This design comes from an exercise in tuning for a short achievable clock period and few clock cycles on the open sky130 flow, not from production work.
Function was checked by simulation only, so behaviour that the tests miss may differ from the original.
Power figures rest on the tool's default switching activity, not on a simulated workload.

[flow/run.sh]
#!/bin/bash
# synth_recipe.tcl (not shown) runs the flow's synth.tcl, then flattens the netlist and writes it again
# the make line also repeats each setting of config.mk as NAME=value (left out here)
make -C /OpenROAD-flow-scripts/flow DESIGN_CONFIG=/design/flow/config.mk WORK_HOME=/design/flow/orfs CLKGATE_MAP_FILE= SYNTH_SCRIPT=/design/flow/synth_recipe.tcl finish
[flow/config.mk]
export PLATFORM = sky130hd
export DESIGN_NAME = cpu
export DESIGN_NICKNAME = cpu
export VERILOG_FILES = /design/flow/design.v
export SDC_FILE = /design/flow/constraint.sdc
export NUM_CORES = 4
export LEC_CHECK = 0
export ABC_CLOCK_PERIOD_IN_PS = 2000
export CAP_MARGIN = 20
export CORE_MARGIN = 2
export CORE_UTILIZATION = 60
export PLACE_DENSITY = 0.75
export SETUP_SLACK_MARGIN = 5
export SLEW_MARGIN = 20
[flow/constraint.sdc]
create_clock -name core_clock -period 13.0 [get_ports {clk}]
set_input_delay 2.6000 -clock core_clock [delete_from_list [all_inputs] [get_ports {clk}]]
set_output_delay 2.6000 -clock core_clock [all_outputs]
set_load 0.01 [all_outputs]
[flow/design.v]
module cpu(input         clk, reset,
           input  [15:0] dataout, instruction,
           output        MemRd, MemWr,
           output [15:0] datain, instrAddr, dataAddr);
  reg [15:0] pc;           
  reg [15:0] ras;          
  reg        xv;           
  reg [2:0]  xa, xb, xd;   
  reg        xwe;          
  reg [1:0]  xop;          
  reg        ximm;         
  reg [15:0] xi;           
  reg        xld, xbyte, xsx, xst, xsv;
  reg [8:0]  xs9;          
  reg        xbr, xpt, xret;
  reg [1:0]  xbt;          
  reg [15:0] xalt;         
  reg        xfa, xfb;     
  reg        xla, xlb;     
  reg [15:0] mres, mdata;
  reg [2:0]  md;
  reg        mwe, mld, mbyte, msx, mwr;
  reg [15:0] rf [1:7];
  reg [15:0] rfa, rfb;
  always @(*) begin
    case (xa)
      3'd1: rfa = rf[1]; 3'd2: rfa = rf[2]; 3'd3: rfa = rf[3]; 3'd4: rfa = rf[4];
      3'd5: rfa = rf[5]; 3'd6: rfa = rf[6]; 3'd7: rfa = rf[7]; default: rfa = 16'd0;
    endcase
    case (xb)
      3'd1: rfb = rf[1]; 3'd2: rfb = rf[2]; 3'd3: rfb = rf[3]; 3'd4: rfb = rf[4];
      3'd5: rfb = rf[5]; 3'd6: rfb = rf[6]; 3'd7: rfb = rf[7]; default: rfb = 16'd0;
    endcase
  end
  wire [15:0] av = xfa ? mres : rfa;
  wire [15:0] bv = xfb ? mres : rfb;
  wire        st = xv & (xla | xlb);           
  wire        go = xv & ~st;                   
  wire [15:0] bop = ximm ? xi : bv;
  wire        sub = (xop == 2'b10);
  wire [15:0] sum = av + (sub ? ~bop : bop) + {15'd0, sub};
  wire [15:0] res = (xop == 2'b01) ? (av & bop) : (xop == 2'b11) ? xalt : sum;
  wire        eq = (av == bv);
  wire        lt = (av[15] ^ bv[15]) ? av[15] : (av[14:0] < bv[14:0]);   
  reg         tk;
  always @(*)
    case (xbt)
      2'd0: tk = eq | lt;    
      2'd1: tk = ~lt;        
      2'd2: tk = eq;         
      default: tk = ~eq;     
    endcase
  wire        mis = go & ((xbr & (tk ^ xpt)) | (xret & (av != pc)));
  wire [15:0] redir = xret ? av : xalt;
  wire [15:0] i   = instruction;
  wire [3:0]  op  = i[15:12];
  wire [15:0] pc2 = pc + 16'd2;
  wire [5:0]  lo  = {1'b0, pc[4:0]} + {1'b0, i[4:0]};
  wire [10:0] hi  = pc[15:5];
  wire [10:0] hip = hi + 11'd1;
  wire [10:0] him = hi - 11'd1;
  wire [15:0] bt  = {i[4] ? (lo[5] ? hi : him) : (lo[5] ? hip : hi), lo[4:0]};
  wire [15:0] jt  = {pc2[15:13], i[11:0], 1'b0};
  wire fbr  = (op[3:2] == 2'b10);
  wire fj   = (op == 4'd12) | (op == 4'd13);
  wire fret = (op == 4'd14);
  wire fpt  = i[4] | (op[1:0] == 2'd3) | (op[1:0] == 2'd1) | ((op[1:0] == 2'd0) & i[11]);
  wire [15:0] fnext = fj ? jt : fret ? ras : (fbr & fpt) ? bt : pc2;
  reg [2:0]  fa, fb, fd;
  reg        fwe, fimm, fld, fst, fsv;
  reg [1:0]  fop;
  reg [15:0] fi;
  always @(*) begin
    fa = i[7:5]; fb = 3'd0; fd = i[10:8]; fwe = 1'b0; fimm = 1'b1; fld = 1'b0;
    fst = 1'b0; fsv = 1'b0; fop = 2'b00; fi = {{11{i[4]}}, i[4:0]};
    case (op)
      4'd0, 4'd1, 4'd2: begin
        fa = i[8:6]; fb = i[5:3]; fd = i[11:9]; fwe = 1'b1; fimm = 1'b0;
        fop = (op == 4'd0) ? 2'b01 : (op == 4'd2) ? 2'b10 : 2'b00;
      end
      4'd3: fwe = 1'b1;
      4'd4: begin fwe = 1'b1; fop = 2'b01; fi = {11'd0, i[4:0]}; end
      4'd5, 4'd6: begin fwe = 1'b1; fld = 1'b1; end
      4'd7: begin fb = i[10:8]; fst = 1'b1; end
      4'd8, 4'd9, 4'd10, 4'd11: begin
        fa = i[11] ? 3'd0 : i[7:5]; fb = i[10:8];
      end
      4'd12: fa = 3'd0;
      4'd13: begin fa = 3'd0; fd = 3'd7; fwe = 1'b1; fop = 2'b11; end
      4'd14: fa = 3'd7;
      default: begin fa = i[11:9]; fst = 1'b1; fsv = 1'b1; fi = 16'd0; end
    endcase
    if (fd == 3'd0) fwe = 1'b0;
  end
  wire xw = xv & xwe;    
  always @(posedge clk or posedge reset)
    if (reset) begin
      pc <= 16'd0;
      xv <= 1'b0;
    end else if (mis) begin
      pc <= redir;
      xv <= 1'b0;
    end else if (!st) begin
      pc <= fnext;
      xv <= 1'b1;
    end
  always @(posedge clk)
    if (!st && op == 4'd13) ras <= pc2;
  always @(posedge clk)
    if (st) begin
      xfa <= 1'b0; xfb <= 1'b0; xla <= 1'b0; xlb <= 1'b0;
    end else begin
      xa <= fa; xb <= fb; xd <= fd; xwe <= fwe; xop <= fop; ximm <= fimm; xi <= fi;
      xld <= fld; xbyte <= (op == 4'd6); xsx <= i[11]; xst <= fst; xsv <= fsv;
      xs9 <= i[8:0];
      xbr <= fbr; xpt <= fpt; xret <= fret; xbt <= op[1:0];
      xalt <= (fbr & ~fpt) ? bt : pc2;
      xfa <= xw & (fa == xd); xfb <= xw & (fb == xd);
      xla <= xw & xld & (fa == xd); xlb <= xw & xld & (fb == xd);
    end
  always @(posedge clk or posedge reset)
    if (reset) begin
      mwe <= 1'b0; mld <= 1'b0; mwr <= 1'b0;
    end else begin
      mwe <= go & xwe; mld <= go & xld; mwr <= go & xst;
    end
  always @(posedge clk) begin
    mres  <= res;
    mdata <= xsv ? {{7{xs9[8]}}, xs9} : bv;
    md    <= xd;
    mbyte <= xbyte;
    msx   <= xsx;
  end
  wire [15:0] ldv = mbyte ? {{8{msx & dataout[7]}}, dataout[7:0]} : dataout;
  wire [15:0] wv  = mld ? ldv : mres;
  always @(posedge clk)
    if (mwe) rf[md] <= wv;
  assign instrAddr = pc;
  assign dataAddr  = mres;
  assign datain    = mdata;
  assign MemRd     = mld;
  assign MemWr     = mwr;
endmodule
==> results of run 1 <==
## metrics by stage
step	utilization, %	power, mW	instance area (sq um)
2_1_floorplan	-	1.916	14200
3_3_place_gp	65.12	2.346	15190
3_5_place_dp	65.12	2.369	15190
4_1_cts	69.20	3.176	16150
5_1_grt	69.20	3.352	16150
6_report	69.20	3.213	16150
## per-layer routing
metal	global-route usage (%)	vias to the layer above
li1	-	5138
met1	50.37	5465
met2	51.95	747
met3	7.446	108
met4	11.26	2
met5	0	-
## path summary, 6_finish.rpt
path,startpoint,end,slack (ns),cells past startpoint
worst max-delay path,xb[1]$_DFFE_PN_,pc[5]$_DFFE_PP0P_,7.23,16
worst min-delay path,xbyte$_DFFE_PN_,mbyte$_DFF_P_,0.35,0
worst max register to register,xb[1]$_DFFE_PN_,pc[5]$_DFFE_PP0P_,7.23,16
worst min register to register,xbyte$_DFFE_PN_,mbyte$_DFF_P_,0.35,0
max in group asynchronous,reset,pc[6]$_DFFE_PP0P_,9.87,2
min in group asynchronous,reset,xv$_DFFE_PP0P_,2.55,2
## logic make-up after synthesis
kind of cell | after synthesis | share of synthesized area, %
fa+ha+maj | 39 | 3.543
flops | 243 | 47.81
simple gates | 363 | 12.31
compound gates | 380 | 18.19
buf+inv | 150 | 4.398
mux | 102 | 9.307
xor+xnor | 72 | 4.442
## power by group through the flow
stage	Sequential [mW]	Clock (mW)	Combinational, mW
3_5_place_dp	1.24	0	1.12
5_1_grt	1.25	0.844	1.26
6_report	1.24	0.813	1.16
4_1_cts	1.23	0.812	1.13
2_1_floorplan	1.15	0	0.766
3_3_place_gp	1.24	0	1.10
## cells in the final DEF (no fill, tap or decap), drive strengths merged, types with 17 or more instances in the layout
master / count
mux4: 19
o21ai: 71
mux2i: 36
ha: 37
inv: 61
nor3: 24
a221oi: 17
nor2: 104
a21oi: 99
nor2b: 19
buf: 21
clkbuf: 29
a31oi: 22
mux2: 47
dfxtp: 41
xnor2: 51
xor2: 21
dfrtp: 20
edfxtp: 182
clkdlybuf4s50: 83
a211oi: 20
nand2: 108
## cell usage after synthesis (all sizes together) (28+ instances only)
library cell,number
edfxtp,182
nand2,108
nor2,104
a21oi,99
o21ai,71
clkbuf,61
inv,59
xnor2,51
mux2,47
dfxtp,41
ha,37
mux2i,36
buf,28
## registers in the layout, summed over array words and instances, names as in the netlist, 2 cells and up
name	cells
xalt	16
xd	3
xa	3
xop	2
md	3
xs9	9
mdata	16
mres	16
xi	6
pc	16
xbt	2
rf	112
xb	3
ras	16
## layout make-up
class                   instances  area (sq um)
multi-input cells             956          6790
repair buffers                104         988.4
inverters                      61         229.0
clock buffers                  29         703.2
clock inverters                21         249.0
well taps                     319         399.1
fillers                      1762          7187
flip-flops and latches        243          6787
==> flow_metrics.env, run 1 <==
export IMPL_status="timing/DRC/antenna clean"
export IMPL_io_buffers=83
export IMPL_hold_slack_ns=0.3546
export IMPL_antennaDiodeCount=0
export IMPL_layout_nets=1466
export IMPL_numCtsBuffers=27
export IMPL_netlist_area_leader_share_pct=38.50
export IMPL_p_per_area_mw_per_mm2=199.0
export IMPL_cts_root_buf="clkbuf_16"
export IMPL_yosys_most_used_dff="edfxtp_1"
export IMPL_finalNonFillerCells=1733
export IMPL_wl_met2_um=18480
export IMPL_hold_path_class="reg -> reg"
export IMPL_power_share_sequential_pct=38.6
export IMPL_num_io_pins=84
export IMPL_max_cap_violations=0
export IMPL_initial_utilization_pct=60.84
export IMPL_combPwrFrac_pct=36.1
export IMPL_clkPwrFrac_pct=25.3
export IMPL_grt_pass1_wl_um=64570
export IMPL_wl_per_cell_um=24.70
export IMPL_switching_share_pct=37.65
export IMPL_wl_um=42810
export IMPL_finalHoldViolations=0
export IMPL_place_congestion=1.008
export IMPL_tightest_slew_ns=1.158
export IMPL_dr_wl_met3_um=5331
export IMPL_crit_family="compound AO/OA/AOI/OAI gates"
export IMPL_crit_fanout=48
export IMPL_synth_area_sq_mm=0.01420
export IMPL_critPathMaxStageDelay_ns=0.95
export IMPL_end_kind="register"
export IMPL_ir_drop_mv=0.1445
export IMPL_drcViolationCount=0
export IMPL_syn_inst=1349
export IMPL_htreeDepth=1
export IMPL_postCtsSetupBuffers=0
export IMPL_required_ns=13.45
export IMPL_clkSlewWorstSetupHoldPaths_ns=0.06
export IMPL_antenna_found_initial=1
export IMPL_synthToLayoutAreaGrowth_pct=13.73
export IMPL_synth_avg_cell_area_sq_um=10.52
export IMPL_clkSinkCount=243
export IMPL_syn_nets=1422
export IMPL_power_leakage_nw=5.842
export IMPL_rsz0062_at_grt="no"
export IMPL_slowest_stage="o21ai_0"
export IMPL_dp_hpwl_um=30610
export IMPL_timing_fmax_mhz=173.3
export IMPL_fin_ws_ns=7.229
export IMPL_place_inst=1683
export IMPL_m1WireLength_um=17520
export IMPL_ctsResizeCount=0
export IMPL_setup_tns_final_ns=0
export IMPL_ys_types=86
export IMPL_dr_total_vias=11460
export IMPL_internal_power_mw=2.003
export IMPL_pre_cts_ws_ns=7.401
export IMPL_drv_slew=0
export IMPL_async_flop_share_pct=8.230
export IMPL_grt_pass1_vias=10819
export IMPL_cp_num_buf_inv=2
export IMPL_core_area_sq_mm=0.02333
export IMPL_drive_above_1_share_pct=11.53
export IMPL_fin_crit_sh_pct=44.39
export IMPL_dr_first_iter_drc_count=1496
export IMPL_p_switching_mw=1.209
export IMPL_layout_min_cycle_time_ns=5.771
export IMPL_synth_largest_area_cell="edfxtp_1"
export IMPL_clock_path_buffers=3
export IMPL_setup_viol=0
export IMPL_synth_area_leaders="edfxtp_1 (38%), dfxtp_1 (5.8%), dfrtp_1 (3.5%), a21oi_1 (3.5%), mux2_2 (3.3%)"
export IMPL_yosysWarnings=1
export IMPL_cp_data_arrival_time_ns=6.22
export IMPL_grt_overflow=0
export IMPL_postCtsHoldBufs=0
export IMPL_die_h_um=157.8
export IMPL_fp_row_count=56
export IMPL_grt_max_degree=58
export IMPL_fp_dieW_um=157.8
export IMPL_synth_edf_count=182
export IMPL_max_slew_margin_pct=21.96
export IMPL_ys_seq_area_share_pct=47.81
export IMPL_synth_seq_cells=243
export IMPL_viasPerCell=6.613
export IMPL_path_cells="buf_4 > nor3_1 > or2_2 > o21ai_0 > inv_1 > ha_1 > a21oi_1 > a21oi_1 > a2111oi_0 > o211ai_1 > or2_2 > o2111a_1 > or3_4 > a31oi_4 > nor3_1 > a311o_1"
export IMPL_gr_usage_all_layers_pct=34.65
export IMPL_crit_type="reg -> reg"
export IMPL_ant_nets=0
export IMPL_cts_tree="built"
export IMPL_cp_start_kind="register"
export IMPL_drt_pass1_iter_count=6
export IMPL_die_area_sq_mm=0.02491
export IMPL_top_layer="met5"
export IMPL_clkLatencyLatePin_ns=0.56
export IMPL_finalClockSkew_ns=0.01908
Testbench counts, summed over its fixed seeds: cycles 9,878.
==> run 2: changes to the inputs <==
--- a/flow/config.mk
+++ b/flow/config.mk
@@ -10,5 +10,4 @@
 export CORE_MARGIN = 2
-export CORE_UTILIZATION = 60
-export PLACE_DENSITY = 0.75
-export SETUP_SLACK_MARGIN = 5
+export CORE_UTILIZATION = 40
+export PLACE_DENSITY = 0.6
 export SLEW_MARGIN = 20
==> flow_metrics.env, run 2 <==
export IMPL_status="timing/DRC/antenna clean"
export IMPL_clkPwrFrac_pct=24.8
export IMPL_clkSlewWorstSetupHoldPaths_ns=0.06
export IMPL_max_cap_violations=0
export IMPL_core_area_sq_mm=0.03471
export IMPL_synth_avg_cell_area_sq_um=10.52
export IMPL_layout_nets=1469
export IMPL_p_per_area_mw_per_mm2=196.8
export IMPL_end_kind="register"
export IMPL_cts_tree="built"
export IMPL_rr_startpoint="xa[0]$_DFFE_PN_"
export IMPL_layout_commonest_cell="edfxtp_1"
export IMPL_antennaDiodeCount=0
export IMPL_largest_register_ffs=112
export IMPL_ys_seq_area_share_pct=47.81
export IMPL_power_leakage_nw=5.870
export IMPL_synth_largest_area_cell="edfxtp_1"
export IMPL_internal_power_mw=2.001
export IMPL_layout_common_cells="edfxtp_1 (182), nand2_1 (107), nor2_1 (103)"
export IMPL_postCtsHoldBufs=0
export IMPL_critPathMaxStageDelay_ns=0.71
export IMPL_syn_nets=1422
export IMPL_synth_most_common_cell="edfxtp_1"
export IMPL_rsz0062_at_grt="no"
export IMPL_ctsResizeCount=0
export IMPL_gr_usage_all_layers_pct=24.95
export IMPL_path_cells="buf_4 > nor2b_1 > a22oi_1 > o21ai_1 > a22o_1 > ha_1 > a21oi_1 > a21oi_1 > a2111oi_0 > o211ai_1 > a21o_1 > a221oi_1 > o21ai_1 > a31oi_4 > nor3_1 > a311o_1"
export IMPL_grt_pass1_vias=10865
export IMPL_yosysWarnings=1
export IMPL_placed_area_sq_mm=0.01539
export IMPL_dr_total_vias=11322
export IMPL_setup_tns_final_ns=0
export IMPL_die_area_sq_mm=0.03701
export IMPL_synth_seq_cells=243
export IMPL_drt_pass1_iter_count=6
export IMPL_layout_min_cycle_time_ns=5.587
export IMPL_required_ns=13.44
export IMPL_pre_cts_ws_ns=7.138
export IMPL_finalHoldViolations=0
export IMPL_postCtsSetupBuffers=0
export IMPL_synth_area_leaders="edfxtp_1 (38%), dfxtp_1 (5.8%), dfrtp_1 (3.5%), a21oi_1 (3.5%), mux2_2 (3.3%)"
export IMPL_clock_path_buffers=3
export IMPL_clkLatencyLatePin_ns=0.57
export IMPL_drcViolationCount=0
export IMPL_ant_nets=0
export IMPL_fin_ws_ns=7.413
export IMPL_slowest_stage="nor2b_1"
export IMPL_yosys_most_used_dff="edfxtp_1"
export IMPL_viasPerCell=6.048
export IMPL_fp_dieW_um=192.4
export IMPL_switching_share_pct=37.76
export IMPL_p_switching_mw=1.214
export IMPL_crit_start="xa[0]$_DFFE_PN_"
export IMPL_setup_viol=0
export IMPL_cp_start_kind="register"
export IMPL_crit_fanout=38
export IMPL_place_inst=1822
export IMPL_syn_inst=1349
export IMPL_synthToLayoutAreaGrowth_pct=15.04
export IMPL_fp_row_count=68
export IMPL_antenna_found_initial=4
export IMPL_regMostFlops="rf"
export IMPL_dr_first_iter_drc_count=1418
export IMPL_wl_um=45900
export IMPL_grt_pass1_wl_um=68800
export IMPL_max_slew_margin_pct=31.98
export IMPL_finalNonFillerCells=1872
export IMPL_dp_hpwl_um=33100
export IMPL_num_io_pins=84
export IMPL_numCtsBuffers=27
export IMPL_place_congestion=0.9583
export IMPL_initial_utilization_pct=40.90
export IMPL_async_flop_share_pct=8.230
export IMPL_timing_fmax_mhz=179.0
export IMPL_drv_slew=0
export IMPL_wl_per_cell_um=24.52
export IMPL_ys_types=86
export IMPL_htreeDepth=1
export IMPL_ys_top_cells_by_count="edfxtp_1 (182), nand2_1 (107), nor2_1 (104)"
export IMPL_ir_drop_mv=0.09871
export IMPL_hold_path_class="reg -> reg"
export IMPL_tightest_slew_ns=1.013
export IMPL_clkSinkCount=243
export IMPL_io_buffers=83
export IMPL_synth_area_sq_mm=0.01420
export IMPL_synth_edf_count=182
export IMPL_drive_above_1_share_pct=11.43
export IMPL_cp_data_arrival_time_ns=6.03
export IMPL_die_h_um=192.4
export IMPL_finalClockSkew_ns=0.01765
export IMPL_power_share_sequential_pct=38.8
export IMPL_grt_max_degree=59
export IMPL_cts_root_buf="clkbuf_16"
export IMPL_fin_crit_sh_pct=42.98
export IMPL_grt_overflow=0
export IMPL_min_from="xsx$_DFFE_PN_"
export IMPL_design_area_sq_mm=0.01633
export IMPL_netlist_area_leader_share_pct=38.50
export IMPL_combPwrFrac_pct=36.3
export IMPL_crit_type="reg -> reg"
[run 2: cell counts after synthesis]
Identical to the previous run, type by type.
[run 2: logic make-up after synthesis]
family                   Yosys count  synth area share [%]
AO/OA/AOI/OAI                    380                 18.19
XOR/XNOR                          72                 4.442
adder cells (fa/ha/maj)           39                 3.543
buffers and inverters            150                 4.398
flip-flops                       243                 47.81
multiplexers                     102                 9.307
AND/OR/NAND/NOR                  363                 12.31
[run 2: metrics by stage]
step	total power, mW	hold slack, ns	util [%]
final	3.214	0.3438	47.05
after global routing	3.370	0.3462	47.05
after CTS	3.202	0.3450	47.04
after detailed placement	2.402	0.3302	44.32
after global placement	2.399	0.3280	44.32
after floorplan	1.916	0.3233	-
[run 2: path summary, 6_finish.rpt]
kind | to | slack (ns) | cells after the start
worst max-delay path | pc[5]$_DFFE_PP0P_ | 7.41 | 16
max in group asynchronous | pc[15]$_DFFE_PP0P_ | 9.86 | 2
worst min-delay path | msx$_DFF_P_ | 0.34 | 0
worst min register to register | msx$_DFF_P_ | 0.34 | 0
min in group asynchronous | mwr$_DFF_PP0_ | 2.54 | 2
worst max register to register | pc[5]$_DFFE_PP0P_ | 7.41 | 16
[run 2: layout make-up]
cell class,instances,area (sq um)
multi-input combinational,956,6793
clock inverter,10,96.34
tap,455,569.3
inverter,61,229.0
fill,3228,18380
sequential,243,6787
timing repair buffer,107,1011
clock buffer,40,847.1
[run 2: power by group through the flow]
stage               sequential (mW)  clock [mW]  combinational [mW]
floorplan                      1.15           0               0.766
global placement               1.26           0                1.14
detailed placement             1.26           0                1.15
CTS                            1.24       0.807                1.15
global route                   1.26       0.837                1.27
finish                         1.25       0.797                1.17
[run 2: metal layers]
layer / GRT usage (%) / wire [um]
met1: 36.84 / 20960
met2: 37.71 / 19840
met3: 3.983 / 3853
met4: 7.134 / 1234
met5: 0 / 13
[run 2: worst max-delay path, delay by kind of cell, from the launching register on]
| family | cells | cell delay, ns |
|---|---|---|
| compound gates | 12 | 3.47 |
| buf+inv | 1 | 0.46 |
| fa+ha+maj | 1 | 0.32 |
| simple gates | 2 | 0.83 |
| flops | 1 | 0.33 |
==> run 3: changes to the inputs <==
--- a/flow/config.mk
+++ b/flow/config.mk
@@ -7,3 +7,2 @@
 export LEC_CHECK = 0
-export ABC_CLOCK_PERIOD_IN_PS = 2000
 export CAP_MARGIN = 20
==> flow_metrics.env, run 3 <==
export IMPL_synth_seq_cells=243
export IMPL_layout_min_cycle_time_ns=5.587
export IMPL_clkLatencyLatePin_ns=0.57
export IMPL_top_layer="met5"
export IMPL_grt_max_degree=59
export IMPL_cts_tree="built"
export IMPL_fp_row_count=68
export IMPL_die_h_um=192.4
export IMPL_drcViolationCount=0
export IMPL_num_io_pins=84
export IMPL_numCtsBuffers=27
export IMPL_combPwrFrac_pct=36.3
export IMPL_crit_fanout=38
export IMPL_status="timing/DRC/antenna clean"
export IMPL_pre_cts_ws_ns=7.138
export IMPL_antenna_found_initial=4
export IMPL_power_share_sequential_pct=38.8
export IMPL_syn_nets=1422
export IMPL_postCtsHoldBufs=0
export IMPL_hold_slack_ns=0.3438
export IMPL_place_congestion=0.9583
export IMPL_finalClockSkew_ns=0.01765
export IMPL_fillers=3228
export IMPL_synth_largest_area_cell="edfxtp_1"
export IMPL_ctsResizeCount=0
export IMPL_async_flop_share_pct=8.230
export IMPL_design_area_sq_mm=0.01633
export IMPL_setup_tns_final_ns=0
export IMPL_clkSinkCount=243
export IMPL_p_per_area_mw_per_mm2=196.8
export IMPL_finalHoldViolations=0
export IMPL_die_area_sq_mm=0.03701
export IMPL_ant_nets=0
export IMPL_dp_hpwl_um=33100
export IMPL_cts_root_buf="clkbuf_16"
export IMPL_synth_edf_count=182
export IMPL_dr_wl_met3_um=3853
export IMPL_switching_share_pct=37.76
export IMPL_p_switching_mw=1.214
export IMPL_power_leakage_nw=5.870
export IMPL_wl_met2_um=19840
export IMPL_cp_data_arrival_time_ns=6.03
export IMPL_hold_path_class="reg -> reg"
export IMPL_syn_inst=1349
export IMPL_fin_crit_sh_pct=42.98
export IMPL_m1WireLength_um=20960
export IMPL_ys_types=86
export IMPL_drv_slew=0
export IMPL_required_ns=13.44
export IMPL_total_power_mw=3.214
export IMPL_placed_area_sq_mm=0.01539
export IMPL_yosys_most_used_dff="edfxtp_1"
export IMPL_dr_total_vias=11322
export IMPL_place_inst=1822
export IMPL_setup_viol=0
export IMPL_ys_seq_area_share_pct=47.81
export IMPL_antennaDiodeCount=0
export IMPL_largest_register_ffs=112
export IMPL_ir_drop_mv=0.09871
export IMPL_grt_overflow=0
export IMPL_timing_fmax_mhz=179.0
export IMPL_core_area_sq_mm=0.03471
export IMPL_gr_usage_all_layers_pct=24.95
export IMPL_rsz0062_at_grt="no"
export IMPL_cp_start_kind="register"
export IMPL_layout_common_cells="edfxtp_1 (182), nand2_1 (107), nor2_1 (103)"
export IMPL_grt_pass1_wl_um=68800
export IMPL_synth_most_common_cell="edfxtp_1"
export IMPL_grt_pass1_vias=10865
export IMPL_max_slew_margin_pct=31.98
export IMPL_finalNonFillerCells=1872
export IMPL_final_util_pct=47.05
export IMPL_wl_per_cell_um=24.52
export IMPL_synth_area_leaders="edfxtp_1 (38%), dfxtp_1 (5.8%), dfrtp_1 (3.5%), a21oi_1 (3.5%), mux2_2 (3.3%)"
export IMPL_drt_pass1_iter_count=6
export IMPL_synth_area_sq_mm=0.01420
export IMPL_initial_utilization_pct=40.90
export IMPL_htreeDepth=1
export IMPL_max_cap_violations=0
export IMPL_fin_ws_ns=7.413
export IMPL_clock_path_buffers=3
export IMPL_drive_above_1_share_pct=11.43
export IMPL_ys_top_cells_by_count="edfxtp_1 (182), nand2_1 (107), nor2_1 (104)"
export IMPL_end_kind="register"
export IMPL_yosysWarnings=1
export IMPL_wl_um=45900
export IMPL_tightest_slew_ns=1.013
export IMPL_postCtsSetupBuffers=0
export IMPL_synthToLayoutAreaGrowth_pct=15.04
export IMPL_fp_dieW_um=192.4
export IMPL_layout_nets=1469
export IMPL_layout_commonest_cell="edfxtp_1"
export IMPL_viasPerCell=6.048
export IMPL_crit_type="reg -> reg"
export IMPL_netlist_area_leader_share_pct=38.50
export IMPL_clkSlewWorstSetupHoldPaths_ns=0.06
export IMPL_clkPwrFrac_pct=24.8
export IMPL_internal_power_mw=2.001
export IMPL_dr_first_iter_drc_count=1418
export IMPL_io_buffers=83
export IMPL_synth_avg_cell_area_sq_um=10.52
export IMPL_regMostFlops="rf"
## run 3: cell counts in the layout (fill, tap and decap cells not counted)
No cell type changed its count.
## run 3: path summary, 6_finish.rpt
kind	start	end	slack [ns]	depth (start not counted)
worst min-delay path	xsx$_DFFE_PN_	msx$_DFF_P_	0.34	0
worst max-delay path	xa[0]$_DFFE_PN_	pc[5]$_DFFE_PP0P_	7.41	16
worst max register to register	xa[0]$_DFFE_PN_	pc[5]$_DFFE_PP0P_	7.41	16
min in group asynchronous	reset	mwr$_DFF_PP0_	2.54	2
max in group asynchronous	reset	pc[15]$_DFFE_PP0P_	9.86	2
worst min register to register	xsx$_DFFE_PN_	msx$_DFF_P_	0.34	0
## run 3: worst max-delay path, stage by stage, from the launching register on
cell and delay [ns]:
edfxtp_1 0.33, buf_4 0.46, nor2b_1 0.71, a22oi_1 0.21, o21ai_1 0.21, a22o_1 0.38
ha_1 0.32, a21oi_1 0.16, a21oi_1 0.08, a2111oi_0 0.43, o211ai_1 0.24, a21o_1 0.20
a221oi_1 0.46, o21ai_1 0.23, a31oi_4 0.53, nor3_1 0.12, a311o_1 0.34
## run 3: cell type report
class	count	area [sq um]	share of cell area, %
clock buffer	40	847.1	5.187
tap	455	569.3	3.486
clock inverter	10	96.34	0.5899
inverter	61	229.0	1.402
timing repair buffer	107	1011	6.190
multi-input combinational	956	6793	41.59
sequential	243	6787	41.55
## run 3: cells by family (layout without fill, tap and decap cells)
logic type / Yosys count / after routing / share of synthesized area [%]
DFF: 243 / 243 / 47.81
adders and majority gates: 39 / 39 / 3.543
AOI/OAI and AO/OA: 380 / 380 / 18.19
muxes: 102 / 102 / 9.307
xor gates and xnor gates: 72 / 72 / 4.442
buffers and inverters: 150 / 218 / 4.398
and+or+nand+nor: 363 / 363 / 12.31
## run 3: routing by layer
| metal | track usage [%] | vias up |
|---|---|---|
| met3 | 3.983 | 87 |
| met2 | 37.71 | 543 |
| met4 | 7.134 | 2 |
| met5 | 0 | - |
| met1 | 36.84 | 5534 |
| li1 | - | 5156 |
## run 3: power by group through the flow
stage / sequential, mW / clock, mW / combinational [mW]
global route: 1.26 / 0.837 / 1.27
CTS: 1.24 / 0.807 / 1.15
finish: 1.25 / 0.797 / 1.17
floorplan: 1.15 / 0 / 0.766
global placement: 1.26 / 0 / 1.14
detailed placement: 1.26 / 0 / 1.15

port drivers added, routing unchanged:
How much do the figures lean on ideal ports? The routed layouts below were timed once more, with nothing changed but the port constraints.
Step 1 assumes that a clkbuf_16 drives the clock port and a buf_2 every other input.
Step 2, shift: input delay + t, output delay - t, t = (earliest + latest rising clock arrival at the registers) / 2. This alone moves slack from input paths to output paths.
Three values: ideal ports, drivers, drivers and shift; two values: the first two.
run | t (ns) | setup WS [ns] | worst setup path after step 2 | clock arrival spread, ns
run 1 | 0.607 | 7.229 / 7.229 / 7.229 | register to register | 0.019 / 0.019
run 2 | 0.608 | 7.413 / 7.413 / 7.085 | input to register | 0.017 / 0.018
run 3 | 0.608 | 7.413 / 7.413 / 7.085 | input to register | 0.017 / 0.018
After both steps every run listed still meets setup and hold.
